Background: an optimization exercise with open tools, aiming at small area, a short achievable clock period and few clock cycles per item. Do not read the settings as production practice.
At most, simulation tests tie the RTL to the original design; equivalence was not proved.
Only the layout flow was run in runs 1 to 3; the RTL was not checked for function there.
Power and IR drop assume default switching activity.

==> flow/design.v <==
`timescale 1ns / 1ps
module mul_ctrl
(
    input               clk,
    input               rst_b,
    input               start,
    output reg          done,
    output reg [7:0]    g_addra,
    input      [63:0]   g_douta,
    output reg [7:0]    g_addrb,
    input      [63:0]   g_doutb,
    output reg [6:0]    h_addra,
    input      [13:0]   h_douta,
    output reg          f_wea,
    output reg [7:0]    f_addra,
    output     [63:0]   f_dina,
    input      [63:0]   f_douta
    );
localparam [3:0] IDLE  = 4'd0,
                 FILL1 = 4'd1,
                 FILL2 = 4'd2,
                 FILL3 = 4'd3,
                 RUN1  = 4'd4,   
                 RUN2  = 4'd5,   
                 RUN3  = 4'd6,   
                 RUN4  = 4'd7,   
                 FIN   = 4'd8;   
reg  [13:0] hq;
reg  [3:0]  state;
reg  [7:0]  w;           
wire [7:0]  ph  = hq[13:6];
wire [5:0]  pl  = hq[5:0];
wire        nzl = |pl;
wire        eqw = (ph == w);
wire        w158 = (w == 8'd158);
wire        p0  = (ph == 8'd0);
wire        split = (eqw & nzl) | (w158 & p0 & (pl <= 6'd12));
wire        sp_b  = (eqw & nzl & (pl <= 6'd51)) | (w158 & p0 & ~nzl);
wire [6:0]  h_inc = (h_addra == 7'd70) ? 7'd0 : h_addra + 7'd1;
wire [6:0]  h_rep = (h_addra < 7'd2) ? h_addra + 7'd69 : h_addra - 7'd2;
wire        last_term  = (h_addra == 7'd2);   
wire        first_term = (h_addra == 7'd3);   
reg  [3:0]  kind;        
reg  [8:0]  dq;          
reg  [5:0]  plq;
reg         ccq;         
reg         spbq;        
reg         firstq;
always @(posedge clk) begin
    if (!rst_b) begin
        state   <= IDLE;
        kind    <= IDLE;
    end
    else begin
        kind    <= state;
        case (state)
            IDLE: begin
                h_addra <= 7'd0;
                w       <= 8'd0;
                if (start)
                    state   <= FILL1;
            end
            FILL1: begin
                h_addra <= 7'd1;
                state   <= FILL2;
            end
            FILL2: begin
                h_addra <= 7'd2;
                state   <= FILL3;
            end
            FILL3: begin
                h_addra <= 7'd3;
                state   <= RUN1;
            end
            RUN1: begin
                if (last_term)
                    w <= w + 8'd1;
                if (split) begin
                    h_addra <= h_rep;
                    state   <= RUN2;
                end
                else begin
                    h_addra <= h_inc;
                    if (last_term && w158)
                        state <= FIN;
                end
            end
            RUN2: begin
                h_addra <= h_inc;
                state   <= RUN3;
            end
            RUN3: begin
                h_addra <= h_inc;
                state   <= RUN4;
            end
            RUN4: begin
                h_addra <= h_inc;
                if (last_term && w == 8'd159)
                    state <= FIN;
                else
                    state <= RUN1;
            end
            default: begin
                h_addra <= 7'd0;
                state   <= IDLE;
            end
        endcase
    end
end
always @(posedge clk) begin
    hq      <= h_douta;
    dq      <= {1'b0, w} - {1'b0, ph} - {8'd0, nzl};
    plq     <= pl;
    ccq     <= nzl & (pl <= 6'd51);
    spbq    <= sp_b;
    firstq  <= first_term;
end
wire        neg = dq[8];
wire [7:0]  a   = dq[7:0] + ({8{neg}} & {7'b1001111, ccq});
wire [7:0]  b   = a + 8'd1;
wire [5:0]  o   = ({6{neg}} & 6'd51) - plq;
reg         type_b;      
reg         nowr;        
reg  [5:0]  off1, off2, off3;
reg  [2:0]  off4;
reg         um1, um2, um3;
reg         first1, first2, first3, first4;
always @(posedge clk) begin
    g_addra <= a;
    if (kind == RUN1)
        type_b  <= spbq;
    g_addrb <= (kind == RUN1 && !spbq) ? b : 8'd0;
    um1     <= (kind != RUN1);
    case (kind)
        RUN1:    off1 <= o;
        RUN2:    off1 <= off1 + 6'd13;
        RUN3:    off1 <= type_b ? off1 + 6'd51 : 6'd0;
        default: off1 <= 6'd0;
    endcase
    if (!rst_b)
        first1  <= 1'b0;
    else
        first1  <= (kind == RUN1 && firstq) || kind == FIN;
end
always @(posedge clk) begin
    if (!rst_b) begin
        first2  <= 1'b0;
        first3  <= 1'b0;
        f_wea   <= 1'b0;
        done    <= 1'b0;
    end
    else begin
        first2  <= first1;
        first3  <= first2;
        f_wea   <= first3 & ~nowr;
        done    <= first3 & ~nowr & (state == IDLE);
        if (state == IDLE && start)
            nowr <= 1'b1;
        else if (first3)
            nowr <= 1'b0;
        if (first3 & ~nowr)
            f_addra <= f_addra - 8'd1;
        else if ((kind == RUN1 && firstq) || kind == FIN)
            f_addra <= w;
    end
end
wire [127:0] x = {g_douta & {64{~um3}}, g_doutb};
wire [94:0]  y5 = off3[5] ? x[95:1]  : x[127:33];
wire [78:0]  y4 = off3[4] ? y5[78:0] : y5[94:16];
wire [70:0]  y3 = off3[3] ? y4[70:0] : y4[78:8];
reg  [70:0]  ya;
wire [66:0]  y2 = off4[2] ? ya[66:0] : ya[70:4];
wire [64:0]  y1 = off4[1] ? y2[64:0] : y2[66:2];
wire [63:0]  y0 = off4[0] ? y1[63:0] : y1[64:1];
reg  [63:0]  acc;
reg          m158;
wire [63:0]  acc_nx = (first4 ? f_douta : acc) ^ y0;
always @(posedge clk) begin
    off2    <= off1;
    off3    <= off2;
    off4    <= off3[2:0];
    um2     <= um1;
    um3     <= um2;
    first4  <= first3;
    ya      <= y3;
    acc     <= acc_nx & {51'h7_ffff_ffff_ffff, {13{~m158}}};
    if (first3)
        m158 <= (f_addra == 8'd158);
end
assign f_dina = acc;
endmodule
`timescale 1ns / 1ps
module bike_mul
#(  parameter               G_ADDR_W = 8,
    parameter               G_DAT_W = 64,
    parameter               H_ADDR_W = 7,
    parameter               H_DAT_W = 14
    )
(
    input                   clk,
    input                   rst_b,
    input                   start,
    output                  done,
    output [G_ADDR_W-1:0]   g_addra,
    input  [G_DAT_W-1:0]    g_douta,
    output [G_ADDR_W-1:0]   g_addrb,
    input  [G_DAT_W-1:0]    g_doutb,
    output [H_ADDR_W-1:0]   h_addra,
    input  [H_DAT_W-1:0]    h_douta,
    output                  f_wea,
    output [G_ADDR_W-1:0]   f_addra,
    output [G_DAT_W-1:0]    f_dina,
    input  [G_DAT_W-1:0]    f_douta
    );
mul_ctrl mul0_ctrl (
    .clk        (clk),
    .rst_b      (rst_b),
    .start      (start),
    .done       (done),
    .g_addra    (g_addra),
    .g_douta    (g_douta),
    .g_addrb    (g_addrb),
    .g_doutb    (g_doutb),
    .h_addra    (h_addra),
    .h_douta    (h_douta),
    .f_wea      (f_wea),
    .f_addra    (f_addra),
    .f_dina     (f_dina),
    .f_douta    (f_douta)
    );
endmodule
==> flow/flow/run.sh <==
#!/bin/bash
# The standard layout, with the port buffers made of buf_1 cells instead of
# the clkdlybuf4s50_1 cells buffer_ports picks by default.
set -euo pipefail
bash standard.sh "BUFFER_PORTS_ARGS=-buffer_cell sky130_fd_sc_hd__buf_1" finish > standard_flow.log 2>&1
==> flow/standard.sh <==
#!/bin/bash
# synth_recipe.tcl (not shown) runs the flow's synth.tcl, then flattens the netlist and writes it again
# the make line also repeats each setting of config.mk as NAME=value (left out here)
make -C /OpenROAD-flow-scripts/flow DESIGN_CONFIG=/design/flow/config.mk WORK_HOME=/design/flow/orfs CLKGATE_MAP_FILE= SYNTH_SCRIPT=/design/flow/synth_recipe.tcl "${@:-finish}"
==> flow/config.mk <==
export PLATFORM = sky130hd
export DESIGN_NAME = bike_mul
export DESIGN_NICKNAME = bike_mul
export VERILOG_FILES = /design/flow/design.v
export SDC_FILE = /design/flow/constraint.sdc
export NUM_CORES = 4
export LEC_CHECK = 0
export CAP_MARGIN = 20
export CORE_MARGIN = 2
export CORE_UTILIZATION = 40
export PLACE_DENSITY = 0.6
export SETUP_SLACK_MARGIN = 5
export SLEW_MARGIN = 20
==> flow/constraint.sdc <==
create_clock -name core_clock -period 8.0 [get_ports {clk}]
set_input_delay 1.6000 -clock core_clock [delete_from_list [all_inputs] [get_ports {clk}]]
set_output_delay 1.6000 -clock core_clock [all_outputs]
set_load 0.01 [all_outputs]
==> reports/metrics.cfg, run 1 <==
[cts]
root_buffer = clkbuf_16
cts_tree = built
postCtsSetupBuffers = 0
worstSkewPairLatency_ns = 0.55
cts-resized-gates = 0
htree_num_levels = 1
clkTransAtPathRegs_ns = 0.06
clockBufferDepth = 3
postCtsHoldBufs = 0
cts_buffers = 29
cts.sinks = 247

[yosys]
synth.avg_cell_area_um2 = 10.72
yosysSeqAreaShare_pct = 37.39
synth_seq_cells = 247
synthFlopType = dfxtp_1
syn-num-nets = 1546
synth_cell_types = 64
synth_edf_count = 26
syn-cell-area_um2 = 13920
async_flop_share_pct = 0
synthCells = 1299
yosysWarnings = 1

[worst_hold_path]
holdPathStages = 0
min_from = mul0_ctrl.off2[3]$_DFF_P_
min_to = mul0_ctrl.off3[3]$_DFF_P_
hold_class = register to register

[setup_path]
start_kind = register
critPathSlowestCell = edfxtp_1
cp_slowest_stage_delay_ns = 0.52
timing.rr.start = mul0_ctrl.hq[3]$_DFF_P_
criticalPathCategory = register to primary output
path_buf_inv = 1
r2r-end = mul0_ctrl.dq[8]$_DFF_P_
r2r_cells = 10
crit_path_cell_trace = buf_1
r2r_slack_ns = 5.20
cp_max_fo = 10
crit_arrival_ns = 1.29
endpoint_kind = primary output
cp_data_required_time_ns = 6.40
cp_top_family = flip-flops

[placement]
place_inst = 1983
place_congestion = 0.8865
io_buffers = 304
dp_slack_ns = 4.511
hpwl_mm = 30.58

[timing]
rsz0062_at_grt = false
slew_viol_final = 0
finClkSkew_ns = 0.01610
fin_tns_setup_ns = 0
layout_setup_ws_ns = 5.112
timing.hold.ws_ns = 0.3242
max_freq_mhz = 346.2
hold_viol_final = 0
period_share_pct = 36.10
slew_headroom_pct = 25.61
worst_slew_pin_slew_ns = 1.116
finalCriticalPeriod_ns = 2.888
setup_violations = 0

[die]
dieArea_um2 = 36310
die-width_um = 190.6
rows = 68
fp.coreArea_um2 = 34370
initial_utilization_pct = 40.50
num_io_pins = 306
die_h_um = 190.6

[power_and_ir_drop]
p_leak_nw = 5.317
peakVddDrop_mv = 0.1580
p_per_area_nw_per_um2 = 236.0

[route]
viasPerCell = 5.334
num_vias = 10890
drc = 0
firstDrtPassIters = 4
wire_per_inst_um = 19.32
drtIter0Drc = 628
wirelength_mm = 39.45
antenna_left = 0

[global_routing]
grt_pass1_wl_mm = 58.79
grt_max_degree = 89
grtUsageTotal_pct = 20.86
antenna_found_initial = 16
grt_overflow = 0
grt_pass1_vias = 10570

[cells_and_area]
layout-drive-gt1-share_pct = 12.59
final_core_util_pct = 47.55
finalNetCount = 1806
finalNonFillerCells = 2042
area_growth_pct = 17.40

[outcome]
outcome = finished clean

[run]
maxCapViolCount = 0

## through the flow
step | area (µm²) | power, mW
global placement | 15380 | 2.578
detailed placement | 15380 | 2.599
floorplan | 13920 | 2.292
finish | 16340 | 3.857
global route | 16340 | 4.067
CTS | 16320 | 3.896
## registers in the layout (all words and copies together) (netlist names), 3 cells and up
register	flops
mul0_ctrl.state	4
mul0_ctrl.dq	9
mul0_ctrl.f_addra	8
mul0_ctrl.h_addra	7
mul0_ctrl.g_addrb	8
mul0_ctrl.off2	6
mul0_ctrl.hq	14
mul0_ctrl.off4	3
mul0_ctrl.w	8
mul0_ctrl.plq	6
mul0_ctrl.ya	71
mul0_ctrl.off3	6
mul0_ctrl.off1	6
mul0_ctrl.acc	64
mul0_ctrl.g_addra	8
mul0_ctrl.kind	4
## layout by cell type, fill, tap and decap left out, types with 34 or more instances in the layout
cell type,instances
mux2_2,58
buf_1,304
mux2i_1,229
a22oi_1,41
xnor2_1,44
mux4_2,64
nor2_1,81
xor2_1,59
ha_1,34
o21ai_0,53
nand2_1,66
dfxtp_1,213
inv_1,46
## synthesized netlist by cell type, drive strengths merged (10+ instances only)
library cell	count	area, µm²
a22oi	41	307.8
a21oi	31	155.2
o21ai	55	279.0
buf	31	146.4
mux2i	229	2292
xnor2	44	385.4
nand2	66	247.7
mux4	64	1441
xor2	59	516.8
nand2b	11	68.82
mux2	58	653.1
dfxtp	221	4424
and2	11	68.82
inv	46	172.7
ha	34	425.4
edfxtp	26	780.8
nor2	82	307.8
a221oi	11	96.34
clkbuf	52	195.2
nor3	10	50.05
and3	12	75.07
nand3	14	70.07
## worst max path at each step
stage | endpoint | cells past startpoint | slack (ns) | startpoint
3_5_place_dp | mul0_ctrl.w[3]$_SDFFCE_PN0P_ | 4 | 4.51 | rst_b
4_1_cts | h_addra[3] | 1 | 5.07 | mul0_ctrl.h_addra[3]$_DFFE_PP_
3_3_place_gp | mul0_ctrl.w[3]$_SDFFCE_PN0P_ | 4 | 4.55 | rst_b
6_report | h_addra[3] | 1 | 5.11 | mul0_ctrl.h_addra[3]$_DFFE_PP_
2_1_floorplan | mul0_ctrl.w[0]$_SDFFCE_PN0P_ | 3 | 5.39 | rst_b
5_1_grt | mul0_ctrl.dq[8]$_DFF_P_ | 10 | 5.01 | mul0_ctrl.hq[2]$_DFF_P_
## cell families (layout without fill, tap and decap cells)
logic type	after synthesis	count (layout)	share of synthesized area, %
adders and majority gates	38	38	3.631
other	0	6	0
and+or+nand+nor	242	242	8.215
xor gates and xnor gates	103	103	6.480
muxes	351	351	31.51
DFF	247	247	37.39
AOI/OAI and AO/OA	189	189	9.078
buffers and inverters	129	411	3.694
## layer usage
layer  part of all wire [%]  vias up  global-route usage (%)
li1                       -     5289                       -
met4                    2.6       16                   6.380
met2                     49      335                   37.02
met5                   0.25        -                       0
met3                    7.5       74                   5.208
met1                     40     5178                   24.72
## where the power goes
| part | internal (mW) | switching [mW] |
|---|---|---|
| registers | 1.46 | 0.163 |
| clock network | 0.760 | 0.525 |
| logic | 0.431 | 0.521 |
| total | 2.65 | 1.21 |
## final cells by class
| cell class | count | area, µm² |
|---|---|---|
| inverters | 46 | 172.7 |
| well taps | 455 | 569.3 |
| repair buffers | 312 | 1205 |
| flip-flops and latches | 247 | 5230 |
| diodes | 6 | 15.01 |
| fillers | 3244 | 18030 |
| multi-input cells | 923 | 8208 |
| clock buffers | 39 | 833.3 |
| clock inverters | 14 | 110.1 |
==> run 2: changes to the inputs <==
==> flow/flow/run.sh (replaced) <==
#!/bin/bash
# The standard layout, with the port buffers made of buf_1 cells instead of
# the clkdlybuf4s50_1 cells buffer_ports picks by default, and a clock tree
# without dummy loads.
set -euo pipefail
bash standard.sh "BUFFER_PORTS_ARGS=-buffer_cell sky130_fd_sc_hd__buf_1" \
  "CTS_ARGS=-sink_clustering_enable -repair_clock_nets -dont_use_dummy_load" \
  finish > standard_flow.log 2>&1
==> run 2 against run 1 <==
  * Die area stayed put
  * Flip-flop and latch count stayed put
  * Via count is 0.79% lower
  * Total power is 5.1% lower
  * Setup slack better by 0.027 ns
  * Critical path type unchanged
  * Critical endpoint unchanged
  * First-iteration DRC count is 8.6% lower
  * Largest power group unchanged
  * Hold slack worse by 0.00080 ns
==> reports/metrics.cfg, run 2 <==
[outcome]
outcome = finished clean

[power_and_ir_drop]
p_int_mw = 2.516
pwr-share-seq_pct = 44.3
total_power_mw = 3.662
p_clk_share_pct = 29.8
pwr-share-comb_pct = 25.9
p_per_area_nw_per_um2 = 227.1
sw_frac_of_total_pct = 31.28
p_leak_nw = 5.208
p_switching_mw = 1.145
peakVddDrop_mv = 0.1360

[die]
dieArea_um2 = 36310
fp.coreArea_um2 = 34370
num_io_pins = 306
die_h_um = 190.6
initial_utilization_pct = 40.50
die-width_um = 190.6
rows = 68

[yosys]
synth_top_area_share_pct = 31.78
ys_top_cells_by_area = dfxtp_1 (32%), mux2i_1 (16%), mux4_2 (10%)
syn-num-nets = 1546
async_flop_share_pct = 0
syn-cell-area_um2 = 13920
synthFlopType = dfxtp_1
yosysSeqAreaShare_pct = 37.39
yosysWarnings = 1
synth_edf_count = 26
yosys.cell_count.top_type = mux2i_1
synthCells = 1299
synthTopCellsByCount = mux2i_1 (229), dfxtp_1 (221), nor2_1 (82), nand2_1 (66), mux4_2 (64)
synth_seq_cells = 247
synth_cell_types = 64
synth.avg_cell_area_um2 = 10.72
yosysTopAreaCell = dfxtp_1

[worst_hold_path]
min_from = mul0_ctrl.off2[3]$_DFF_P_
hold_class = register to register

[route]
num_vias = 10810
firstDrtPassIters = 5
wire_per_inst_um = 19.49
drc = 0
viasPerCell = 5.357
drtIter0Drc = 574
wirelength_mm = 39.31
antenna_left = 0

[cells_and_area]
finalNetCount = 1806
area_growth_pct = 15.82
largest_reg_flops = 71
layout_commonest_cell = buf_1
register_area_um2 = 5230
multi_input_comb_area_um2 = 8208
finalNonFillerCells = 2017
layout-drive-gt1-share_pct = 11.43
reg_top3 = mul0_ctrl.ya x71, mul0_ctrl.acc x64, mul0_ctrl.hq x14
largest_register = mul0_ctrl.ya
fillers = 3271
mostFrequentLayoutCells = buf_1 (304), mux2i_1 (229), dfxtp_1 (213)
fin_area_um2 = 16120

[cts]
clockBufferDepth = 3
worstSkewPairLatency_ns = 0.55
postCtsHoldBufs = 0
cts.sinks = 247
cts_buffers = 29
htree_num_levels = 1
cts_tree = built
root_buffer = clkbuf_16
clkTransAtPathRegs_ns = 0.05

[setup_path]
criticalPathCategory = register to primary output
startpoint = mul0_ctrl.h_addra[3]$_DFFE_PP_
cp_max_fo = 10
crit_arrival_ns = 1.26
path_buf_inv = 1
endpoint_kind = primary output
critPathSlowestCell = edfxtp_1
cp_slowest_stage_delay_ns = 0.51
cp_top_family = flip-flops
cp_data_required_time_ns = 6.40
start_kind = register
timing.rr.start = mul0_ctrl.hq[2]$_DFF_P_
crit_path_cell_trace = buf_1

[timing]
hold_viol_final = 0
max_freq_mhz = 349.5
finalCriticalPeriod_ns = 2.861
finClkSkew_ns = 0.03281
slew_viol_final = 0
fin_tns_setup_ns = 0
worst_slew_pin_slew_ns = 1.103
slew_headroom_pct = 26.48
timing.hold.ws_ns = 0.3234
period_share_pct = 35.77
setup_violations = 0
rsz0062_at_grt = false

[global_routing]
grt_max_degree = 89
grt_pass1_vias = 10510
grt_pass1_wl_mm = 58.62
antenna_found_initial = 15
grt_overflow = 0
grtUsageTotal_pct = 20.79

[placement]
place_inst = 1983
place_area_um2 = 15380
place_congestion = 0.8865
io_buffers = 304
hpwl_mm = 30.58

[run]
maxCapViolCount = 0

==> run 2: layer usage <==
layer,track usage (%),part of all wire [%]
met1,24.61,40
met2,36.99,49
met3,5.300,7.6
met4,6.023,2.5
met5,0,0.25
==> run 2: cell type report <==
cell class | count | area share [%]
Clock buffer | 29 | 4.501
Sequential cell | 247 | 32.44
Multi-Input combinational cell | 923 | 50.91
Inverter | 46 | 1.071
Tap cell | 455 | 3.531
Antenna cell | 5 | 0.07760
Timing Repair Buffer | 312 | 7.473
==> run 2: worst paths after layout <==
kind / depth (start not counted) / slack, ns / endpoint
max: 1 / 5.14 / h_addra[3]
min: 0 / 0.32 / mul0_ctrl.off3[3]$_DFF_P_
max reg2reg: 10 / 5.18 / mul0_ctrl.dq[8]$_DFF_P_
min reg2reg: 0 / 0.32 / mul0_ctrl.off3[3]$_DFF_P_
==> run 2: power groups by stage <==
stage	registers [mW]	clock network, mW	logic, mW
floorplan	1.64	0	0.654
global placement	1.64	0	0.938
detailed placement	1.64	0	0.954
CTS	1.62	1.12	0.960
global route	1.65	1.17	1.05
finish	1.62	1.09	0.950
==> run 2: what timing repair did <==
| item | in CTS | in global routing |
|---|---|---|
| setup endpoints to repair | 0 | 10 |
| hold endpoints to repair | 0 | 0 |
| resized for setup | 0 | 3 |
| setup buffers | 0 | 0 |
==> run 2: stage by stage <==
stage / utilization [%] / setup WS (ns)
after global routing: 46.88 / 5.003
after floorplan: - / 5.385
after global placement: 44.73 / 4.551
after detailed placement: 44.73 / 4.511
final: 46.91 / 5.139
after CTS: 46.84 / 5.088
==> run 2: cell families (layout without fill, tap and decap cells) <==
kind of cell,after synthesis,in the layout,share of synthesized area (%)
compound gates,189,189,9.078
buf+inv,129,387,3.694
mux,351,351,31.51
xor+xnor,103,103,6.480
fa+ha+maj,38,38,3.631
simple gates,242,242,8.215
flops,247,247,37.39
other cells,0,5,0
==> run 3: changes to the inputs <==
==> flow/flow/run.sh (replaced) <==
#!/bin/bash
# The standard layout, with the port buffers made of buf_1 cells instead of
# the clkdlybuf4s50_1 cells buffer_ports picks by default, and a clock tree
# of smaller buffers without dummy loads.
set -euo pipefail
bash standard.sh "BUFFER_PORTS_ARGS=-buffer_cell sky130_fd_sc_hd__buf_1" \
  "CTS_ARGS=-sink_clustering_enable -repair_clock_nets -dont_use_dummy_load -buf_list {sky130_fd_sc_hd__clkbuf_4 sky130_fd_sc_hd__clkbuf_8}" \
  finish > standard_flow.log 2>&1
==> run 3 against run 2 <==
  * Critical endpoint unchanged
  * Clock power shrank 12%
  * Design area shrank 0.73%
  * Core utilization shrank 0.34 points
  * Global-route usage grew 0.48 points
  * Critical path depth is the same
  * Critical path type unchanged
  * Still clean
  * Cell count grew 0.79%
==> reports/metrics.cfg, run 3 <==
[global_routing]
grt_max_degree = 89
antenna_found_initial = 11
grt_overflow = 0
globalRouteMet3Util_pct = 5.778
grtUsageTotal_pct = 21.26
grt_pass1_vias = 10650
top_usage_layer = met2
grt_util_met1_pct = 25.30
grt_pass1_wl_mm = 59.14
use_met2_pct = 36.95

[cts]
clkTransAtPathRegs_ns = 0.06
cts_tree = built
root_buffer = clkbuf_8
htree_num_levels = 2
postCtsSetupBuffers = 0
cts.sinks = 247
cts_buffers = 44
worstSkewPairLatency_ns = 0.59
clockBufferDepth = 3

[cells_and_area]
layout_commonest_cell = buf_1
mostFrequentLayoutCells = buf_1 (304), mux2i_1 (229), dfxtp_1 (213)
reg_top3 = mul0_ctrl.ya x71, mul0_ctrl.acc x64, mul0_ctrl.hq x14
fin_area_um2 = 16010
finalNetCount = 1821
largest_reg_flops = 71
area_growth_pct = 14.97
final_core_util_pct = 46.56
finalNonFillerCells = 2033
fillers = 3290
layout-drive-gt1-share_pct = 12.28
largest_register = mul0_ctrl.ya

[timing]
slew_headroom_pct = 25.65
rsz0062_at_grt = false
fin_tns_setup_ns = 0
setup_violations = 0
slew_viol_final = 0
finalCriticalPeriod_ns = 2.920
hold_viol_final = 0
period_share_pct = 36.50
worst_slew_pin_slew_ns = 1.115
finClkSkew_ns = 0.03043
max_freq_mhz = 342.5

[placement]
io_buffers = 304
place_inst = 1983
place_congestion = 0.8865
place_area_um2 = 15380
hpwl_mm = 30.58

[route]
wire_per_inst_um = 19.49
firstDrtPassIters = 5
antenna_left = 0
num_vias = 10890
drtIter0Drc = 542
viasPerCell = 5.356
drc = 0
wirelength_mm = 39.63

[setup_path]
criticalPathCategory = register to primary output
crit_path_cell_trace = buf_1
cp_max_fo = 10
start_kind = register
cp_top_family = flip-flops
crit_arrival_ns = 1.32
critPathSlowestCell = edfxtp_1
cp_data_required_time_ns = 6.40
r2r_slack_ns = 5.19
cp_slowest_stage_delay_ns = 0.52
path_buf_inv = 1
endpoint_kind = primary output

[yosys]
syn-num-nets = 1546
yosys.area_share.xor_xnor_pct = 6.480
synth_seq_cells = 247
synthMuxAreaShare_pct = 31.51
synthTopCellsByCount = mux2i_1 (229), dfxtp_1 (221), nor2_1 (82), nand2_1 (66), mux4_2 (64)
synth_cell_types = 64
synthAdderAreaFrac_pct = 3.631
yosysSeqAreaShare_pct = 37.39
yosysTopAreaCell = dfxtp_1
yosys.cell_count.top_type = mux2i_1
synthFlopType = dfxtp_1
synth.avg_cell_area_um2 = 10.72
synth-simple-area-share_pct = 8.215
async_flop_share_pct = 0
synthCells = 1299
syn-cell-area_um2 = 13920
synth_top_family_by_area = multiplexers
yosysWarnings = 1
synth-compound-area-share_pct = 9.078
ys_top_cells_by_area = dfxtp_1 (32%), mux2i_1 (16%), mux4_2 (10%)
synth_edf_count = 26
synth_top_area_share_pct = 31.78

[outcome]
outcome = finished clean

[run]
maxCapViolCount = 0

[power_and_ir_drop]
peakVddDrop_mv = 0.1208
p_per_area_nw_per_um2 = 220.5
p_leak_nw = 5.167
total_power_mw = 3.529

[die]
die_h_um = 190.6
num_io_pins = 306
initial_utilization_pct = 40.50
die-width_um = 190.6
dieArea_um2 = 36310
rows = 68
fp.coreArea_um2 = 34370

[worst_hold_path]
hold_class = register to register

==> run 3: cell counts after synthesis <==
No cell type changed its count.
==> run 3: kinds of logic (layout without fill, tap and decap cells) <==
family | Yosys count | after routing
multiplexers | 351 | 351
AND/OR/NAND/NOR | 242 | 242
flip-flops | 247 | 247
AO/OA/AOI/OAI | 189 | 189
buffers and inverters | 129 | 402
other | 0 | 6
XOR/XNOR | 103 | 103
adder cells (fa/ha/maj) | 38 | 38
==> run 3: final timing paths <==
path,to,cells after the start,start
max,h_addra[3],1,mul0_ctrl.h_addra[3]$_DFFE_PP_
min reg2reg,mul0_ctrl.off3[5]$_DFF_P_,0,mul0_ctrl.off2[5]$_DFF_P_
min,mul0_ctrl.off3[5]$_DFF_P_,0,mul0_ctrl.off2[5]$_DFF_P_
max reg2reg,mul0_ctrl.dq[8]$_DFF_P_,10,mul0_ctrl.hq[3]$_DFF_P_
==> run 3: worst register-to-register path, delay by kind of cell (launching register included) <==
kind,cells,cell delay (ns)
compound gates,4,0.85
fa+ha+maj,2,0.84
simple gates,4,0.61
flops,1,0.38
==> run 3: power breakdown <==
part	internal, mW	total, mW	switching, mW
sequential	1.46	1.62	0.163
clock	0.483	0.958	0.475
combinational	0.431	0.950	0.520
==> run 3: area by class of cell <==
class                      count  area, µm²  area share (%)
timing repair buffer         312       1205           7.528
tap                          455      569.3           3.557
antenna                        6      15.01         0.09381
inverter                      46      172.7           1.079
sequential                   247       5230           32.68
clock buffer                  44      605.6           3.784
multi-input combinational    923       8208           51.28
==> run 3: metal layers <==
layer | routed length (µm) | part of all wire [%]
met1 | 15920 | 40
met2 | 19370 | 49
met3 | 3178 | 8.0
met4 | 1101 | 2.8
met5 | 59 | 0.15
==> run 3: per-stage QoR <==
stage / hold WS, ns / setup WS, ns
after global routing: 0.3230 / 5.005
after global placement: 0.3099 / 4.551
final: 0.3190 / 5.080
after CTS: 0.3174 / 5.015
after floorplan: 0.3096 / 5.385
after detailed placement: 0.3118 / 4.511
==> run 3: repair_timing <==
item                       in CTS  in global routing
resized for setup               0                  3
hold buffers                    0                  0
setup endpoints to repair       0                 10
==> run 4: changes to the inputs <==
--- a/flow/design.v
+++ b/flow/design.v
@@ -32,6 +32,8 @@
 wire [5:0]  pl  = hq[5:0];
 wire        nzl = |pl;
 wire        eqw = (ph == w);
+wire [8:0]  dm1 = {1'b0, w} + {1'b1, ~ph};           
+wire [8:0]  d0  = {1'b0, w} + {1'b1, ~ph} + 9'd1;   
 wire        w158 = (w == 8'd158);
 wire        p0  = (ph == 8'd0);
 wire        split = (eqw & nzl) | (w158 & p0 & (pl <= 6'd12));
@@ -54,62 +56,52 @@
     else begin
         kind    <= state;
         case (state)
-            IDLE: begin
-                h_addra <= 7'd0;
-                w       <= 8'd0;
+            IDLE:
                 if (start)
-                    state   <= FILL1;
-            end
-            FILL1: begin
-                h_addra <= 7'd1;
-                state   <= FILL2;
-            end
-            FILL2: begin
-                h_addra <= 7'd2;
-                state   <= FILL3;
-            end
-            FILL3: begin
-                h_addra <= 7'd3;
-                state   <= RUN1;
-            end
-            RUN1: begin
-                if (last_term)
-                    w <= w + 8'd1;
-                if (split) begin
-                    h_addra <= h_rep;
-                    state   <= RUN2;
-                end
-                else begin
-                    h_addra <= h_inc;
-                    if (last_term && w158)
-                        state <= FIN;
-                end
-            end
-            RUN2: begin
-                h_addra <= h_inc;
-                state   <= RUN3;
-            end
-            RUN3: begin
-                h_addra <= h_inc;
-                state   <= RUN4;
-            end
-            RUN4: begin
-                h_addra <= h_inc;
+                    state <= FILL1;
+            FILL1:
+                state <= FILL2;
+            FILL2:
+                state <= FILL3;
+            FILL3:
+                state <= RUN1;
+            RUN1:
+                if (split)
+                    state <= RUN2;
+                else if (last_term && w158)
+                    state <= FIN;
+            RUN2:
+                state <= RUN3;
+            RUN3:
+                state <= RUN4;
+            RUN4:
                 if (last_term && w == 8'd159)
                     state <= FIN;
                 else
                     state <= RUN1;
-            end
-            default: begin
-                h_addra <= 7'd0;
-                state   <= IDLE;
-            end
+            default:
+                state <= IDLE;
         endcase
     end
 end
 always @(posedge clk) begin
+    case (state)
+        FILL1:   h_addra <= 7'd1;
+        FILL2:   h_addra <= 7'd2;
+        FILL3:   h_addra <= 7'd3;
+        RUN1:    h_addra <= split ? h_rep : h_inc;
+        RUN2, RUN3, RUN4:
+                 h_addra <= h_inc;
+        default: h_addra <= 7'd0;
+    endcase
+    if (state == IDLE)
+        w <= 8'd0;
+    else if (state == RUN1 && last_term)
+        w <= w + 8'd1;
+end
+always @(posedge clk) begin
     hq      <= h_douta;
-    dq      <= {1'b0, w} - {1'b0, ph} - {8'd0, nzl};
+    dq      <= nzl ? dm1 : d0;
     plq     <= pl;
     ccq     <= nzl & (pl <= 6'd51);
     spbq    <= sp_b;
==> flow/flow/run.sh (replaced) <==
#!/bin/bash
# The standard layout, with the port buffers made of buf_1 cells instead of
# the clkdlybuf4s50_1 cells buffer_ports picks by default.
set -euo pipefail
bash standard.sh "BUFFER_PORTS_ARGS=-buffer_cell sky130_fd_sc_hd__buf_1" finish > standard_flow.log 2>&1
==> run 4 against run 3 <==
  * Sequential share of layout area down 1.3 points
  * Clock-buffer cell count down 7
  * Sequential power up 5%
  * Flip-flop and latch count unchanged
  * Total power up 14%
  * Via count about the same
  * Non-clock buffer count unchanged
  * Critical path depth unchanged
  * Critical path type unchanged
  * Largest power group unchanged
==> reports/metrics.cfg, run 4 <==
[cells_and_area]
reg_top3 = mul0_ctrl.ya x71, mul0_ctrl.acc x64, mul0_ctrl.hq x14
area_growth_pct = 17.60
fillers = 3297
largest_register = mul0_ctrl.ya
register_area_um2 = 5089
largest_reg_flops = 71
layout_commonest_cell = buf_1
layout-drive-gt1-share_pct = 12.03
multi_input_comb_area_um2 = 8279
finalNetCount = 1809
mostFrequentLayoutCells = buf_1 (304), mux2i_1 (229), dfxtp_1 (228)

[cts]
root_buffer = clkbuf_16
htree_num_levels = 1
worstSkewPairLatency_ns = 0.55
clockBufferDepth = 3
cts.sinks = 247
clkTransAtPathRegs_ns = 0.06
cts_buffers = 28
postCtsHoldBufs = 0
cts_tree = built
postCtsSetupBuffers = 0
cts-resized-gates = 0

[global_routing]
grt_max_degree = 89
grt_pass1_wl_mm = 58.92
grtUsageTotal_pct = 20.86
grt_pass1_vias = 10720
grt_overflow = 0
antenna_found_initial = 20

[placement]
hpwl_mm = 29.78
place_congestion = 0.8782
io_buffers = 304

[timing]
slew_headroom_pct = 27.73
period_share_pct = 35.62
finClkSkew_ns = 0.02146
slew_viol_final = 0
setup_violations = 0
timing.hold.ws_ns = 0.3245
worst_slew_pin_slew_ns = 1.084
hold_viol_final = 0
max_freq_mhz = 350.9
fin_tns_setup_ns = 0
finalCriticalPeriod_ns = 2.850
rsz0062_at_grt = false

[die]
dieArea_um2 = 36030
die-width_um = 189.8
fp.coreArea_um2 = 34290
rows = 68
die_h_um = 189.8
num_io_pins = 306
initial_utilization_pct = 40.28

[route]
wirelength_mm = 38.64
firstDrtPassIters = 5
num_vias = 10890
viasPerCell = 5.295
drtIter0Drc = 596
antenna_left = 0
wire_per_inst_um = 18.79
drc = 0

[setup_path]
endpoint_kind = primary output
critPathSlowestCell = dfxtp_1
crit_arrival_ns = 1.25
cp_top_family = flip-flops
cp_data_required_time_ns = 6.40
criticalPathCategory = register to primary output
start_kind = register
crit_path_cell_trace = buf_1
cp_max_fo = 9
path_buf_inv = 1
cp_slowest_stage_delay_ns = 0.51

[yosys]
synth_edf_count = 12
async_flop_share_pct = 0
syn-cell-area_um2 = 13810
synthTopCellsByCount = dfxtp_1 (235), mux2i_1 (229), nor2_1 (83), nand2_1 (74), xor2_1 (69)
synthCells = 1308
synth.avg_cell_area_um2 = 10.56
synth_cell_types = 65
ys_top_cells_by_area = dfxtp_1 (34%), mux2i_1 (17%), mux4_2 (10%)
synth_seq_cells = 247
yosysTopAreaCell = dfxtp_1
synth_top_area_share_pct = 34.07
yosysWarnings = 1
yosys.cell_count.top_type = dfxtp_1
yosysSeqAreaShare_pct = 36.68
synthFlopType = dfxtp_1
syn-num-nets = 1549

[outcome]
outcome = finished clean

[power_and_ir_drop]
total_power_mw = 4.016
p_leak_nw = 5.345
p_per_area_nw_per_um2 = 247.3
peakVddDrop_mv = 0.2479

[worst_hold_path]
hold_class = register to register

[run]
maxCapViolCount = 0

## run 4: changes by cell type in the layout (fill, tap and decap cells not counted), sizes merged, moves of 7 or more
cell	previous run	this run
inv	46	35
clkbuf	44	37
xnor2	44	37
xor2	59	69
edfxtp	26	12
nand2	66	74
clkinv	0	8
diode	6	13
dfxtp	221	235
## run 4: final timing paths
check | depth (start not counted) | slack [ns] | to | startpoint
max | 1 | 5.15 | h_addra[4] | mul0_ctrl.h_addra[4]$_DFF_P_
min | 0 | 0.32 | mul0_ctrl.off4[0]$_DFF_P_ | mul0_ctrl.off3[0]$_DFF_P_
max reg2reg | 5 | 5.31 | mul0_ctrl.ya[68]$_DFF_P_ | mul0_ctrl.off3[4]$_DFF_P_
min reg2reg | 0 | 0.32 | mul0_ctrl.off4[0]$_DFF_P_ | mul0_ctrl.off3[0]$_DFF_P_
## run 4: cell families after synthesis
family,count (synthesis),synth area share (%)
mux,352,31.77
simple gates,264,9.269
flops,247,36.68
compound gates,191,9.115
buf+inv,116,3.389
xor+xnor,106,6.723
fa+ha+maj,32,3.062
## run 4: report_power, final
part           leakage [nW]  switching (mW)  internal (mW)  total [mW]
Clock                 0.457           0.521          0.784        1.31
Sequential             2.07           0.221           1.48        1.70
Combinational          2.82           0.533          0.479        1.01
Total                  5.34            1.27           2.74        4.02
## run 4: layer usage
layer | GRT usage, % | part of all wire [%] | vias to the layer above
met3 | 5.479 | 8.0 | 73
met2 | 35.67 | 47 | 343
met4 | 6.440 | 2.7 | 14
li1 | - | - | 5326
met1 | 25.71 | 42 | 5130
met5 | 0 | 0.25 | -
## run 4: final cells by class
type | count | area share [%]
sequential | 247 | 31.33
antenna | 13 | 0.2003
clock buffer | 37 | 4.838
multi-input combinational | 945 | 50.98
timing repair buffer | 312 | 7.419
inverter | 34 | 0.7858
clock inverter | 13 | 0.9399
tap | 455 | 3.505
## run 4: metrics by stage
| stage | worst slack, ns | utilization [%] | instances | instance area [µm²] |
|---|---|---|---|---|
| after floorplan | 5.093 | - | 1308 | 13810 |
| after global placement | 4.664 | 44.52 | 1993 | 15270 |
| after detailed placement | 4.943 | 44.52 | 1993 | 15270 |
| after CTS | 5.128 | 47.26 | 2043 | 16200 |
| after global routing | 5.058 | 47.31 | 2049 | 16220 |
| final | 5.150 | 47.37 | 2056 | 16240 |
Testbench counts of run 4, summed over its fixed seeds: cycles 207,147, mults 18.
==> run 5: changes to the inputs <==
==> flow/flow/run.sh (replaced) <==
#!/bin/bash
# The standard layout, with the port buffers made of buf_1 cells instead of
# the clkdlybuf4s50_1 cells buffer_ports picks by default, a clock tree
# without dummy loads, and repair_timing aiming at a 2.7 ns cycle.
set -euo pipefail
bash standard.sh "BUFFER_PORTS_ARGS=-buffer_cell sky130_fd_sc_hd__buf_1" \
  "CTS_ARGS=-sink_clustering_enable -repair_clock_nets -dont_use_dummy_load" \
  "SETUP_SLACK_MARGIN=5.3" \
  finish > standard_flow.log 2>&1
==> run 5 against run 4 <==
  * Setup slack better by 0.099 ns
  * Global-route usage decreased by 0.094 points
  * Clock skew rose by 0.019 ns
  * Critical path depth did not move
  * Register-to-register slack better by 0.10 ns
  * Routed wire length about the same
  * Non-clock buffer count grew 17
  * Critical endpoint is now f_addra[4]
  * Largest power group unchanged
==> reports/metrics.cfg, run 5 <==
[placement]
place_area_um2 = 15270
hpwl_mm = 29.86
io_buffers = 304
place_congestion = 0.8799

[setup_path]
path_buf_inv = 1
endpoint_kind = primary output
start_kind = register
crit_path_cell_trace = clkbuf_2
cp_data_required_time_ns = 6.40
crit_arrival_ns = 1.15
critPathSlowestCell = edfxtp_1
cp_top_family = flip-flops
cp_max_fo = 3
cp_slowest_stage_delay_ns = 0.44
criticalPathCategory = register to primary output

[die]
initial_utilization_pct = 40.28
fp.coreArea_um2 = 34290
rows = 68
die-width_um = 189.8
die_h_um = 189.8
num_io_pins = 306
dieArea_um2 = 36030

[yosys]
synth_cell_types = 65
synthCells = 1308
synth.avg_cell_area_um2 = 10.56
yosys.cell_count.top_type = dfxtp_1
yosysTopAreaCell = dfxtp_1
synth_seq_cells = 247
synthTopCellsByCount = dfxtp_1 (235), mux2i_1 (229), nor2_1 (83), nand2_1 (74), xor2_1 (69)
synth_edf_count = 12
async_flop_share_pct = 0
yosysWarnings = 1
ys_top_cells_by_area = dfxtp_1 (34%), mux2i_1 (17%), mux4_2 (10%)
synthFlopType = dfxtp_1
syn-cell-area_um2 = 13810
synth_top_area_share_pct = 34.07
yosysSeqAreaShare_pct = 36.68
syn-num-nets = 1549

[power_and_ir_drop]
sw_frac_of_total_pct = 32.12
total_power_mw = 3.792
p_switching_mw = 1.218
pwr-share-seq_pct = 44.8
p_leak_nw = 5.395
peakVddDrop_mv = 0.1421
pwr-share-comb_pct = 27.1
p_per_area_nw_per_um2 = 234.3
p_clk_share_pct = 28.1
p_int_mw = 2.574

[route]
drtIter0Drc = 610
route.met3.wl_mm = 3.278
antenna_left = 0
wirelength_mm = 38.67
wl_met2_mm = 18.63
maxUsedRoutingLayer = met5
wire_per_inst_um = 18.88
firstDrtPassIters = 5
num_vias = 10850
drc = 0
viasPerCell = 5.300
m1WireLength_mm = 15.86

[timing]
timing.hold.ws_ns = 0.3201
finalCriticalPeriod_ns = 2.750
finClkSkew_ns = 0.04056
slew_viol_final = 0
rsz0062_at_grt = true
setup_violations = 0
period_share_pct = 34.38
worst_slew_pin_slew_ns = 1.097
hold_viol_final = 0
max_freq_mhz = 363.6
slew_headroom_pct = 26.85
fin_tns_setup_ns = 0

[cts]
clkTransAtPathRegs_ns = 0.06
clockBufferDepth = 3
htree_num_levels = 1
worstSkewPairLatency_ns = 0.56
cts_buffers = 28
cts.sinks = 247
cts_tree = built
root_buffer = clkbuf_16
postCtsHoldBufs = 0

[cells_and_area]
largest_register = mul0_ctrl.ya
mostFrequentLayoutCells = buf_1 (284), mux2i_1 (229), dfxtp_1 (219)
final_core_util_pct = 47.21
reg_top3 = mul0_ctrl.ya x71, mul0_ctrl.acc x64, mul0_ctrl.hq x14
layout_commonest_cell = buf_1
fin_area_um2 = 16190
layout-drive-gt1-share_pct = 14.28
finalNetCount = 1826
area_growth_pct = 17.22
largest_reg_flops = 71

[outcome]
outcome = finished clean

[run]
maxCapViolCount = 0

[global_routing]
grt_pass1_vias = 10560
grt_pass1_wl_mm = 58.37
grtUsageTotal_pct = 20.76
grt_max_degree = 89
grt_overflow = 0
antenna_found_initial = 12

[worst_hold_path]
hold_class = register to register

[run 5: area by class of cell]
type | count | area (µm²)
flip-flops and latches | 247 | 5115
repair buffers | 329 | 1358
multi-input cells | 945 | 8292
fillers | 3266 | 18100
well taps | 455 | 569.3
clock buffers | 28 | 700.7
diodes | 10 | 25.02
inverters | 34 | 127.6
[run 5: final timing paths]
path,start,endpoint,slack [ns],depth (start not counted)
setup / recovery,mul0_ctrl.f_addra[4]$_DFFE_PP_,f_addra[4],5.25,1
hold / removal,mul0_ctrl.off2[3]$_DFF_P_,mul0_ctrl.off3[3]$_DFF_P_,0.32,0
hold reg to reg,mul0_ctrl.off2[3]$_DFF_P_,mul0_ctrl.off3[3]$_DFF_P_,0.32,0
setup reg to reg,mul0_ctrl.w[0]$_SDFFE_PP0P_,mul0_ctrl.dq[8]$_DFF_P_,5.41,9
[run 5: per-layer routing]
metal	vias up	GRT usage, %
li1	5344	-
met1	5086	25.53
met2	357	36.09
met5	-	0
met3	59	5.276
met4	8	5.635
[run 5: through the flow]
step | worst slack, ns | cells
after global routing | 5.207 | 2042
after CTS | 5.195 | 2028
after detailed placement | 4.957 | 1993
after global placement | 5.008 | 1993
final | 5.250 | 2048
after floorplan | 5.309 | 1308
[run 5: timing repair]
item	in CTS	in global routing
setup endpoints to repair	20	25
setup buffers	7	10
resized for setup	20	18
[run 5: cell families (layout without fill, tap and decap cells)]
logic type	after synthesis	count (layout)	synth area share, %
fa+ha+maj	32	32	3.062
simple gates	264	264	9.269
xor+xnor	106	106	6.723
mux	352	352	31.77
other cells	0	10	0
buf+inv	116	391	3.389
flops	247	247	36.68
compound gates	191	191	9.115
[run 5: power by group through the flow]
stage / Sequential [mW] / Combinational (mW) / Clock, mW
6_report: 1.70 / 1.03 / 1.07
2_1_floorplan: 1.67 / 0.735 / 0
3_3_place_gp: 1.72 / 1.01 / 0
3_5_place_dp: 1.73 / 1.02 / 0
5_1_grt: 1.73 / 1.13 / 1.15
4_1_cts: 1.70 / 1.03 / 1.10
==> run 6: changes to the inputs <==
==> flow/flow/run.sh (replaced) <==
#!/bin/bash
# The standard layout, with the port buffers made of buf_1 cells instead of
# the clkdlybuf4s50_1 cells buffer_ports picks by default, a clock tree
# without dummy loads, and repair_timing aiming at a 2.55 ns cycle.
set -euo pipefail
bash standard.sh "BUFFER_PORTS_ARGS=-buffer_cell sky130_fd_sc_hd__buf_1" \
  "CTS_ARGS=-sink_clustering_enable -repair_clock_nets -dont_use_dummy_load" \
  "SETUP_SLACK_MARGIN=5.45" \
  finish > standard_flow.log 2>&1
==> run 6 against run 5 <==
  * Sequential power increased by 4%
  * Die area unchanged
  * Critical path depth unchanged
  * Synthesized cell count stayed put
  * Via count rose by 2.1%
  * Global-route usage increased by 0.93 points
  * Routed wire length up 4.3%
  * Clock-buffer cell count did not move
  * Clock skew grew 0.0045 ns
  * Flip-flop and latch count is the same
  * Combinational power up 22%
  * Critical endpoint is now f_addra[2]
  * Largest cell class unchanged
==> reports/metrics.cfg, run 6 <==
[power_and_ir_drop]
peakVddDrop_mv = 0.2295
pwr-share-comb_pct = 30.9
p_clk_share_pct = 26.1
p_per_area_nw_per_um2 = 240.0
sw_frac_of_total_pct = 31.06
pwr-share-seq_pct = 42.9
total_power_mw = 4.091
p_switching_mw = 1.271
p_leak_nw = 5.851
p_int_mw = 2.820

[die]
rows = 68
dieArea_um2 = 36030
die-width_um = 189.8
initial_utilization_pct = 40.28
fp.coreArea_um2 = 34290
die_h_um = 189.8
num_io_pins = 306

[route]
num_vias = 11080
viasPerCell = 5.390
wire_per_inst_um = 19.61
antenna_left = 0
firstDrtPassIters = 6
drtIter0Drc = 572
wirelength_mm = 40.32
drc = 0

[timing]
finalCriticalPeriod_ns = 2.720
timing.hold.ws_ns = 0.3210
slew_headroom_pct = 28.06
rsz0062_at_grt = true
max_freq_mhz = 367.6
finClkSkew_ns = 0.04509
worst_slew_pin_slew_ns = 1.079
hold_viol_final = 0
fin_tns_setup_ns = 0
period_share_pct = 34.00
setup_violations = 0
slew_viol_final = 0

[global_routing]
grtUsageTotal_pct = 21.70
grt_pass1_vias = 10910
grt_overflow = 0
grt_max_degree = 89
grt_pass1_wl_mm = 60.97
antenna_found_initial = 8

[cells_and_area]
finalNonFillerCells = 2056
area_growth_pct = 23.45
largest_register = mul0_ctrl.ya
largest_reg_flops = 71
reg_top3 = mul0_ctrl.ya x71, mul0_ctrl.acc x64, mul0_ctrl.hq x14
layout_commonest_cell = mux2i_1
layout-drive-gt1-share_pct = 24.58
mostFrequentLayoutCells = mux2i_1 (229), buf_1 (213), dfxtp_1 (148)
fillers = 3177
finalNetCount = 1842

[yosys]
syn-num-nets = 1549
synthFlopType = dfxtp_1
synth_seq_cells = 247
ys_top_cells_by_area = dfxtp_1 (34%), mux2i_1 (17%), mux4_2 (10%)
syn-cell-area_um2 = 13810
synth_cell_types = 65
yosysSeqAreaShare_pct = 36.68
yosys.cell_count.top_type = dfxtp_1
synth_top_area_share_pct = 34.07
synth_edf_count = 12
yosysWarnings = 1
synthTopCellsByCount = dfxtp_1 (235), mux2i_1 (229), nor2_1 (83), nand2_1 (74), xor2_1 (69)
synthCells = 1308
yosysTopAreaCell = dfxtp_1
async_flop_share_pct = 0
synth.avg_cell_area_um2 = 10.56

[setup_path]
r2r-end = mul0_ctrl.h_addra[0]$_DFFE_PP_
critPathSlowestCell = edfxtp_1
start_kind = register
path_buf_inv = 1
timing.rr.start = mul0_ctrl.w[5]$_SDFFE_PP0P_
cp_top_family = flip-flops
cp_data_required_time_ns = 6.40
cp_slowest_stage_delay_ns = 0.42
r2r_cells = 8
r2r_slack_ns = 5.58
cp_max_fo = 2
crit_arrival_ns = 1.12
crit_path_cell_trace = buf_1
criticalPathCategory = register to primary output
endpoint_kind = primary output

[placement]
io_buffers = 304
place_congestion = 0.8928
place_inst = 1993
hpwl_mm = 30.38

[worst_hold_path]
hold_class = register to register
holdPathStages = 0
min_from = mul0_ctrl.off2[4]$_DFF_P_
min_to = mul0_ctrl.off3[4]$_DFF_P_

[cts]
cts.sinks = 247
root_buffer = clkbuf_16
htree_num_levels = 1
cts_buffers = 28
postCtsHoldBufs = 0
clkTransAtPathRegs_ns = 0.06
clockBufferDepth = 3
cts_tree = built
worstSkewPairLatency_ns = 0.55

[run]
maxCapViolCount = 0

[outcome]
outcome = finished clean

-- run 6: changes by cell type in the layout (fill, tap and decap cells not counted), sizes merged --
cell    previous run  this run
clkbuf            40        31
buf              317       342
diode             10         2
-- run 6: worst reg2reg max path: stages, from the launching register on --
cell      delay [ns]
dfxtp_1         0.38
ha_1            0.39
nand4_1         0.19
a311oi_2        0.23
buf_4           0.17
a41oi_4         0.06
o31a_1          0.47
nor2_2          0.16
o21ai_1         0.07
-- run 6: timing repair --
item | in CTS | in global routing
pin swaps | 0 | 3
buffers inserted | 22 | 11
resized for setup | 260 | 18
endpoints found under the setup margin | 123 | 149
endpoints found under the hold margin | 0 | 0
cloned | 0 | 0
-- run 6: worst max-delay path by stage --
stage / start / to / slack, ns / cells past startpoint
6_report: mul0_ctrl.f_addra[2]$_DFFE_PP_ / f_addra[2] / 5.28 / 1
3_3_place_gp: rst_b / mul0_ctrl.f_addra[7]$_DFFE_PP_ / 5.20 / 3
5_1_grt: mul0_ctrl.f_addra[4]$_DFFE_PP_ / f_addra[4] / 5.21 / 1
2_1_floorplan: rst_b / mul0_ctrl.f_addra[0]$_DFFE_PP_ / 5.47 / 3
4_1_cts: mul0_ctrl.f_addra[2]$_DFFE_PP_ / f_addra[2] / 5.24 / 1
3_5_place_dp: rst_b / mul0_ctrl.f_addra[4]$_DFFE_PP_ / 5.17 / 3
-- run 6: through the flow --
step,instance area (µm²),worst slack [ns],utilization [%]
after global routing,17050,5.212,49.72
after global placement,15270,5.199,44.53
after detailed placement,15270,5.173,44.54
final,17050,5.280,49.72
after floorplan,13810,5.466,-
after CTS,16880,5.238,49.22
-- run 6: cell type report --
class                   count  area (µm²)  share of cell area [%]
clock buffers              28       700.7                   4.110
well taps                 455       569.3                   3.339
repair buffers            345        2083                   12.22
inverters                  34       127.6                  0.7486
multi-input cells         945        8353                   49.00
diodes                      2       5.005                 0.02936
flip-flops and latches    247        5209                   30.55
-- run 6: cells by family after synthesis --
family          Yosys count  synth area share [%]
xor+xnor                106                 6.723
buf+inv                 116                 3.389
simple gates            264                 9.269
fa+ha+maj                32                 3.062
flops                   247                 36.68
compound gates          191                 9.115
mux                     352                 31.77
-- run 6: metal layers --
metal	wire length, µm	global-route usage, %	vias up
li1	-	-	5365
met1	16380	26.58	5212
met2	19230	36.93	421
met3	3490	6.106	71
met4	1135	6.857	12
met5	81	0	-
-- run 6: power groups by stage --
stage	clock network [mW]	registers [mW]	logic, mW
finish	1.07	1.76	1.26
global placement	0	1.72	1.00
detailed placement	0	1.73	1.01
floorplan	0	1.67	0.735
CTS	1.10	1.76	1.24
global route	1.15	1.79	1.37
==> run 7: changes to the inputs <==
==> flow/flow/run.sh (replaced) <==
#!/bin/bash
# The standard layout, with the port buffers made of buf_1 cells instead of
# the clkdlybuf4s50_1 cells buffer_ports picks by default, and a clock tree
# without dummy loads.
set -euo pipefail
bash standard.sh "BUFFER_PORTS_ARGS=-buffer_cell sky130_fd_sc_hd__buf_1" \
  "CTS_ARGS=-sink_clustering_enable -repair_clock_nets -dont_use_dummy_load" \
  finish > standard_flow.log 2>&1
==> run 7 against run 6 <==
  * Still clean
  * Hold slack better by 0.0020 ns
  * Maximum frequency down 4.0%
  * Clock-buffer cell count unchanged
  * Clock power about the same
  * Non-clock buffer count down 33
  * Cell count down 1.1%
  * First-iteration DRC count down 4.0%
  * Register-to-register slack worse by 0.29 ns
  * Combinational power down about 20%
  * Area after synthesis unchanged
  * Sequential power down 3%
  * Routed wire length down 4.4%
  * Critical path type unchanged
  * Critical endpoint is now h_addra[4]
==> reports/metrics.cfg, run 7 <==
[yosys]
synth_seq_cells = 247
async_flop_share_pct = 0
synth_top_area_share_pct = 34.07
synthTopCellsByCount = dfxtp_1 (235), mux2i_1 (229), nor2_1 (83), nand2_1 (74), xor2_1 (69)
yosysTopAreaCell = dfxtp_1
synth.avg_cell_area_um2 = 10.56
ys_top_cells_by_area = dfxtp_1 (34%), mux2i_1 (17%), mux4_2 (10%)
synth_cell_types = 65
synthCells = 1308
syn-num-nets = 1549
yosysWarnings = 1
yosys.cell_count.top_type = dfxtp_1
synthFlopType = dfxtp_1
synth_edf_count = 12
yosysSeqAreaShare_pct = 36.68
syn-cell-area_um2 = 13810

[setup_path]
cp_max_fo = 9
cp.depth = 1
cp_top_family = flip-flops
critPathSlowestCell = dfxtp_1
cp_slowest_stage_delay_ns = 0.50
r2r-end = mul0_ctrl.ya[68]$_DFF_P_
crit_path_cell_trace = buf_1
endpoint = h_addra[4]
timing.rr.start = mul0_ctrl.off3[4]$_DFF_P_
r2r_cells = 5
path_buf_inv = 1
startpoint = mul0_ctrl.h_addra[4]$_DFF_P_
endpoint_kind = primary output
start_kind = register
r2r_slack_ns = 5.29
criticalPathCategory = register to primary output
cp_data_required_time_ns = 6.40
crit_arrival_ns = 1.23

[worst_hold_path]
hold_class = register to register

[timing]
period_share_pct = 35.41
layout_setup_ws_ns = 5.167
rsz0062_at_grt = false
hold_viol_final = 0
timing.hold.ws_ns = 0.3230
finClkSkew_ns = 0.03399
worst_slew_pin_slew_ns = 1.071
fin_tns_setup_ns = 0
finalCriticalPeriod_ns = 2.833
slew_headroom_pct = 28.59
slew_viol_final = 0
setup_violations = 0
max_freq_mhz = 353.0

[outcome]
outcome = finished clean

[cells_and_area]
largest_reg_flops = 71
area_growth_pct = 15.88
layout-drive-gt1-share_pct = 11.37
layout_commonest_cell = buf_1
mostFrequentLayoutCells = buf_1 (304), mux2i_1 (229), dfxtp_1 (228)
finalNetCount = 1809
reg_top3 = mul0_ctrl.ya x71, mul0_ctrl.acc x64, mul0_ctrl.hq x14
largest_register = mul0_ctrl.ya

[power_and_ir_drop]
p_leak_nw = 5.233
peakVddDrop_mv = 0.1843
p_per_area_nw_per_um2 = 236.4

[cts]
cts_buffers = 28
cts-resized-gates = 0
cts_tree = built
cts.sinks = 247
postCtsHoldBufs = 0
postCtsSetupBuffers = 0
worstSkewPairLatency_ns = 0.54
clkTransAtPathRegs_ns = 0.05
clockBufferDepth = 3
root_buffer = clkbuf_16
htree_num_levels = 1

[global_routing]
antenna_found_initial = 20
grt_max_degree = 89
grt_overflow = 0
grtUsageTotal_pct = 20.79
top_usage_layer = met2
grt_pass1_wl_mm = 58.70
globalRouteMet3Util_pct = 5.405
use_met2_pct = 35.95
grt_util_met1_pct = 25.56
grt_pass1_vias = 10690

[placement]
hpwl_mm = 29.78
io_buffers = 304
place_congestion = 0.8782
dp_slack_ns = 4.943

[die]
fp.coreArea_um2 = 34290
dieArea_um2 = 36030
rows = 68
die-width_um = 189.8
die_h_um = 189.8
initial_utilization_pct = 40.28
num_io_pins = 306

[route]
wirelength_mm = 38.53
num_vias = 10860
drtIter0Drc = 549
antenna_left = 0
viasPerCell = 5.340
wire_per_inst_um = 18.94
firstDrtPassIters = 5
drc = 0

[run]
maxCapViolCount = 0

-- run 7: kinds of logic (layout without fill, tap and decap cells) --
family	Yosys count	in the layout	synth area share, %
other	0	13	0
and+or+nand+nor	264	264	9.269
AOI/OAI and AO/OA	191	191	9.115
buffers and inverters	116	374	3.389
muxes	352	352	31.77
DFF	247	247	36.68
adders and majority gates	32	32	3.062
xor gates and xnor gates	106	106	6.723
-- run 7: routing by layer --
layer | vias up | part of all wire (%)
met2 | 364 | 48
met5 | - | 0.25
met4 | 14 | 2.4
met1 | 5104 | 42
li1 | 5310 | -
met3 | 70 | 7.9
-- run 7: area by class of cell --
class | instances | area [µm²]
Fill cell | 3315 | 18290
Multi-Input combinational cell | 945 | 8279
Sequential cell | 247 | 5089
Timing Repair Buffer | 312 | 1205
Clock buffer | 28 | 700.7
Tap cell | 455 | 569.3
Inverter | 34 | 127.6
Antenna cell | 13 | 32.53
-- run 7: power breakdown --
group          internal (mW)  leakage [nW]  switching (mW)
Sequential              1.48          2.07           0.221
Clock                  0.608         0.345           0.463
Combinational          0.479          2.82           0.533
Total                   2.57          5.23            1.22
-- run 7: worst min-delay path by stage --
stage / from / end / cells after the start
floorplan: mul0_ctrl.off2[0]$_DFF_P_ / mul0_ctrl.off3[0]$_DFF_P_ / 0
global placement: mul0_ctrl.off2[4]$_DFF_P_ / mul0_ctrl.off3[4]$_DFF_P_ / 0
detailed placement: mul0_ctrl.off2[3]$_DFF_P_ / mul0_ctrl.off3[3]$_DFF_P_ / 0
CTS: mul0_ctrl.off2[3]$_DFF_P_ / mul0_ctrl.off3[3]$_DFF_P_ / 0
global route: mul0_ctrl.off2[4]$_DFF_P_ / mul0_ctrl.off3[4]$_DFF_P_ / 0
finish: mul0_ctrl.off2[3]$_DFF_P_ / mul0_ctrl.off3[3]$_DFF_P_ / 0
-- run 7: per-stage QoR --
step | cells | instance area (µm²) | util [%] | power, mW
after floorplan | 1308 | 13810 | - | 2.403
after global placement | 1993 | 15270 | 44.52 | 2.721
after detailed placement | 1993 | 15270 | 44.52 | 2.742
after CTS | 2021 | 15970 | 46.57 | 3.830
after global routing | 2027 | 15990 | 46.62 | 4.002
final | 2034 | 16000 | 46.67 | 3.783
==> run 8: changes to the inputs <==
--- a/flow/design.v
+++ b/flow/design.v
@@ -94,7 +94,7 @@
                  h_addra <= h_inc;
         default: h_addra <= 7'd0;
     endcase
-    if (state == IDLE)
+    if (state == IDLE && start)
         w <= 8'd0;
     else if (state == RUN1 && last_term)
         w <= w + 8'd1;
@@ -112,7 +112,6 @@
 wire [7:0]  b   = a + 8'd1;
 wire [5:0]  o   = ({6{neg}} & 6'd51) - plq;
 reg         type_b;      
-reg         nowr;        
 reg  [5:0]  off1, off2, off3;
 reg  [2:0]  off4;
 reg         um1, um2, um3;
@@ -134,6 +133,7 @@
     else
         first1  <= (kind == RUN1 && firstq) || kind == FIN;
 end
+wire        wr = first3 & (w != 8'd0);
 always @(posedge clk) begin
     if (!rst_b) begin
         first2  <= 1'b0;
@@ -144,17 +144,10 @@
     else begin
         first2  <= first1;
         first3  <= first2;
-        f_wea   <= first3 & ~nowr;
-        done    <= first3 & ~nowr & (state == IDLE);
-        if (state == IDLE && start)
-            nowr <= 1'b1;
-        else if (first3)
-            nowr <= 1'b0;
-        if (first3 & ~nowr)
-            f_addra <= f_addra - 8'd1;
-        else if ((kind == RUN1 && firstq) || kind == FIN)
-            f_addra <= w;
-    end
+        f_wea   <= wr;
+        done    <= wr & (state == IDLE);
+    end
+    f_addra <= wr ? w - 8'd1 : w;
 end
 wire [127:0] x = {g_douta & {64{~um3}}, g_doutb};
 wire [94:0]  y5 = off3[5] ? x[95:1]  : x[127:33];
@@ -177,7 +170,7 @@
     ya      <= y3;
     acc     <= acc_nx & {51'h7_ffff_ffff_ffff, {13{~m158}}};
     if (first3)
-        m158 <= (f_addra == 8'd158);
+        m158 <= w158;
 end
 assign f_dina = acc;
 endmodule
==> flow/flow/run.sh (replaced) <==
#!/bin/bash
# The standard layout, with the port buffers made of buf_1 cells instead of
# the clkdlybuf4s50_1 cells buffer_ports picks by default, a clock tree
# without dummy loads and with clusters of up to 30 sinks, and repair_timing aiming at a 2.7 ns cycle.
set -euo pipefail
bash standard.sh "BUFFER_PORTS_ARGS=-buffer_cell sky130_fd_sc_hd__buf_1" \
  "CTS_ARGS=-sink_clustering_enable -repair_clock_nets -dont_use_dummy_load -sink_clustering_size 30 -sink_clustering_max_diameter 100" \
  "SETUP_SLACK_MARGIN=5.3" \
  finish > standard_flow.log 2>&1
==> run 8 against run 7 <==
  * Largest cell class unchanged
  * Register-to-register slack better by 0.15 ns
  * Hold slack better by 0.0077 ns
  * Combinational power is 18% lower
  * First-iteration DRC count is 18% higher
  * Largest power group unchanged
  * Setup slack better by 0.13 ns
  * Critical path type unchanged
==> reports/metrics.cfg, run 8 <==
[outcome]
outcome = finished clean

[timing]
rsz0062_at_grt = true
hold_viol_final = 0
finalCriticalPeriod_ns = 2.705
max_freq_mhz = 369.7
fin_tns_setup_ns = 0
setup_violations = 0
slew_headroom_pct = 26.22
slew_viol_final = 0
period_share_pct = 33.81
finClkSkew_ns = 0.04785
worst_slew_pin_slew_ns = 1.107

[yosys]
synth_seq_cells = 246
synth_cell_types = 73
synth_top_area_share_pct = 35.59
synth_edf_count = 3
ys_top_cells_by_area = dfxtp_1 (36%), mux2i_1 (17%), mux4_2 (11%)
synth-compound-area-share_pct = 9.063
yosysTopAreaCell = dfxtp_1
syn-cell-area_um2 = 13670
synth-simple-area-share_pct = 8.724
yosysSeqAreaShare_pct = 36.25
synthTopCellsByCount = dfxtp_1 (243), mux2i_1 (230), nor2_1 (83), xor2_1 (69), mux4_2 (64)
async_flop_share_pct = 0
synthCells = 1280
synth.avg_cell_area_um2 = 10.68
synthAdderAreaFrac_pct = 3.094
synth_top_family_by_area = multiplexers
synthMuxAreaShare_pct = 32.17
synthFlopType = dfxtp_1
yosys.cell_count.top_type = dfxtp_1
yosys.area_share.xor_xnor_pct = 6.921
syn-num-nets = 1521
yosysWarnings = 1

[cts]
htree_num_levels = 1
root_buffer = clkbuf_16
clockBufferDepth = 3
worstSkewPairLatency_ns = 0.50
cts_buffers = 14
postCtsHoldBufs = 0
clkTransAtPathRegs_ns = 0.10
cts.sinks = 246
cts_tree = built

[route]
drtIter0Drc = 646
viasPerCell = 5.378
antenna_left = 0
wirelength_mm = 38.04
drc = 0
wire_per_inst_um = 19.16
firstDrtPassIters = 5
num_vias = 10680

[setup_path]
endpoint_kind = primary output
cp_data_required_time_ns = 6.40
crit_path_cell_trace = buf_1
criticalPathCategory = register to primary output
cp_max_fo = 2
timing.rr.start = mul0_ctrl.w[0]$_SDFFE_PP0P_
crit_arrival_ns = 1.11
cp_top_family = flip-flops
r2r_cells = 9
cp.depth = 1
startpoint = mul0_ctrl.h_addra[0]$_DFFE_PP_
path_buf_inv = 1
r2r_slack_ns = 5.44
start_kind = register
critPathSlowestCell = edfxtp_1
cp_slowest_stage_delay_ns = 0.45
r2r-end = mul0_ctrl.dq[8]$_DFF_P_
endpoint = h_addra[0]

[power_and_ir_drop]
p_leak_nw = 5.075
peakVddDrop_mv = 0.1326
p_per_area_nw_per_um2 = 202.7

[global_routing]
grtUsageTotal_pct = 20.59
antenna_found_initial = 11
grt_max_degree = 89
grt_pass1_wl_mm = 57.68
grt_overflow = 0
grt_pass1_vias = 10300

[cells_and_area]
layout-drive-gt1-share_pct = 12.74
fillers = 3244
largest_reg_flops = 71
layout_commonest_cell = buf_1
reg_top3 = mul0_ctrl.ya x71, mul0_ctrl.acc x64, mul0_ctrl.hq x14
finalNonFillerCells = 1985
largest_register = mul0_ctrl.ya
area_growth_pct = 13.90
finalNetCount = 1774
mostFrequentLayoutCells = buf_1 (302), mux2i_1 (230), dfxtp_1 (227)

[worst_hold_path]
holdPathStages = 0
hold_class = register to register

[placement]
place_congestion = 0.9235
io_buffers = 304
hpwl_mm = 29.48
place_inst = 1954

[die]
rows = 67
num_io_pins = 306
dieArea_um2 = 35660
die_h_um = 188.9
die-width_um = 188.9
initial_utilization_pct = 40.66
fp.coreArea_um2 = 33620

[run]
maxCapViolCount = 0

run 8: cell types whose count changed in the layout (fill, tap and decap cells not counted), sizes merged, moves of 8 or more:
cell    previous run  this run
nand2             74        61
dfxtp            235       243
clkbuf            28        16
edfxtp            12         3
nand3             16         6
o21ai             56        44
run 8: cell type report:
class,count,area [µm²],area share [%]
antenna,6,15.01,0.09645
clock buffer,14,350.3,2.250
inverter,36,135.1,0.8680
multi-input combinational,914,8228,52.85
sequential,246,5000,32.12
tap,448,560.5,3.601
timing repair buffer,321,1279,8.214
run 8: what timing repair did:
| item | 4_1_cts | 5_1_grt |
|---|---|---|
| setup endpoints to repair | 46 | 24 |
| gates resized for setup | 13 | 8 |
| buffers inserted | 3 | 7 |
| pin swaps | 0 | 1 |
| cloned | 0 | 1 |
run 8: metrics by stage:
step | power (mW) | util [%] | area, µm² | setup WS, ns | hold slack, ns
2_1_floorplan | 2.180 | - | 13670 | 5.427 | 0.3096
3_3_place_gp | 2.454 | 44.84 | 15070 | 5.229 | 0.3094
3_5_place_dp | 2.468 | 44.84 | 15070 | 5.230 | 0.3118
4_1_cts | 3.190 | 46.02 | 15470 | 5.219 | 0.3322
5_1_grt | 3.333 | 46.29 | 15560 | 5.198 | 0.3348
6_report | 3.156 | 46.31 | 15570 | 5.295 | 0.3306
run 8: metal layers:
| metal | vias up | GRT usage (%) | share of wire [%] | wire length [µm] |
|---|---|---|---|---|
| met1 | 5088 | 26.57 | 43 | 16330 |
| li1 | 5187 | - | - | - |
| met4 | 8 | 4.267 | 1.9 | 735 |
| met3 | 51 | 4.652 | 7.3 | 2779 |
| met2 | 342 | 35.34 | 48 | 18140 |
| met5 | - | 0 | 0.14 | 52 |
run 8: power breakdown:
part / internal (mW) / switching [mW] / leakage (nW) / total [mW]
clock network: 0.315 / 0.397 / 0.173 / 0.712
registers: 1.44 / 0.176 / 2.03 / 1.61
logic: 0.386 / 0.444 / 2.87 / 0.830
total: 2.14 / 1.02 / 5.08 / 3.16
run 8: worst min path at each step:
stage | from | to | slack (ns)
after CTS | mul0_ctrl.off2[3]$_DFF_P_ | mul0_ctrl.off3[3]$_DFF_P_ | 0.33
final | mul0_ctrl.off2[4]$_DFF_P_ | mul0_ctrl.off3[4]$_DFF_P_ | 0.33
after global placement | mul0_ctrl.off2[3]$_DFF_P_ | mul0_ctrl.off3[3]$_DFF_P_ | 0.31
after floorplan | mul0_ctrl.off2[0]$_DFF_P_ | mul0_ctrl.off3[0]$_DFF_P_ | 0.31
after detailed placement | mul0_ctrl.off2[3]$_DFF_P_ | mul0_ctrl.off3[3]$_DFF_P_ | 0.31
after global routing | mul0_ctrl.off2[3]$_DFF_P_ | mul0_ctrl.off3[3]$_DFF_P_ | 0.33
run 8: cells by family (layout without fill, tap and decap cells):
logic type | after synthesis | in the layout
AOI/OAI and AO/OA | 179 | 179
adders and majority gates | 32 | 32
buffers and inverters | 121 | 371
and+or+nand+nor | 242 | 243
DFF | 246 | 246
other | 0 | 6
muxes | 352 | 352
xor gates and xnor gates | 108 | 108
Testbench counts of run 8, summed over its fixed seeds: cycles 207,147, mults 18.

Check on run 8: ideal ports give 5.295 ns setup slack; a clkbuf_16 on the clock port and buf_2 on the inputs give 5.242 ns; moving port delays by the midpoint clock arrival (0.527 ns) as well gives 5.259 ns.
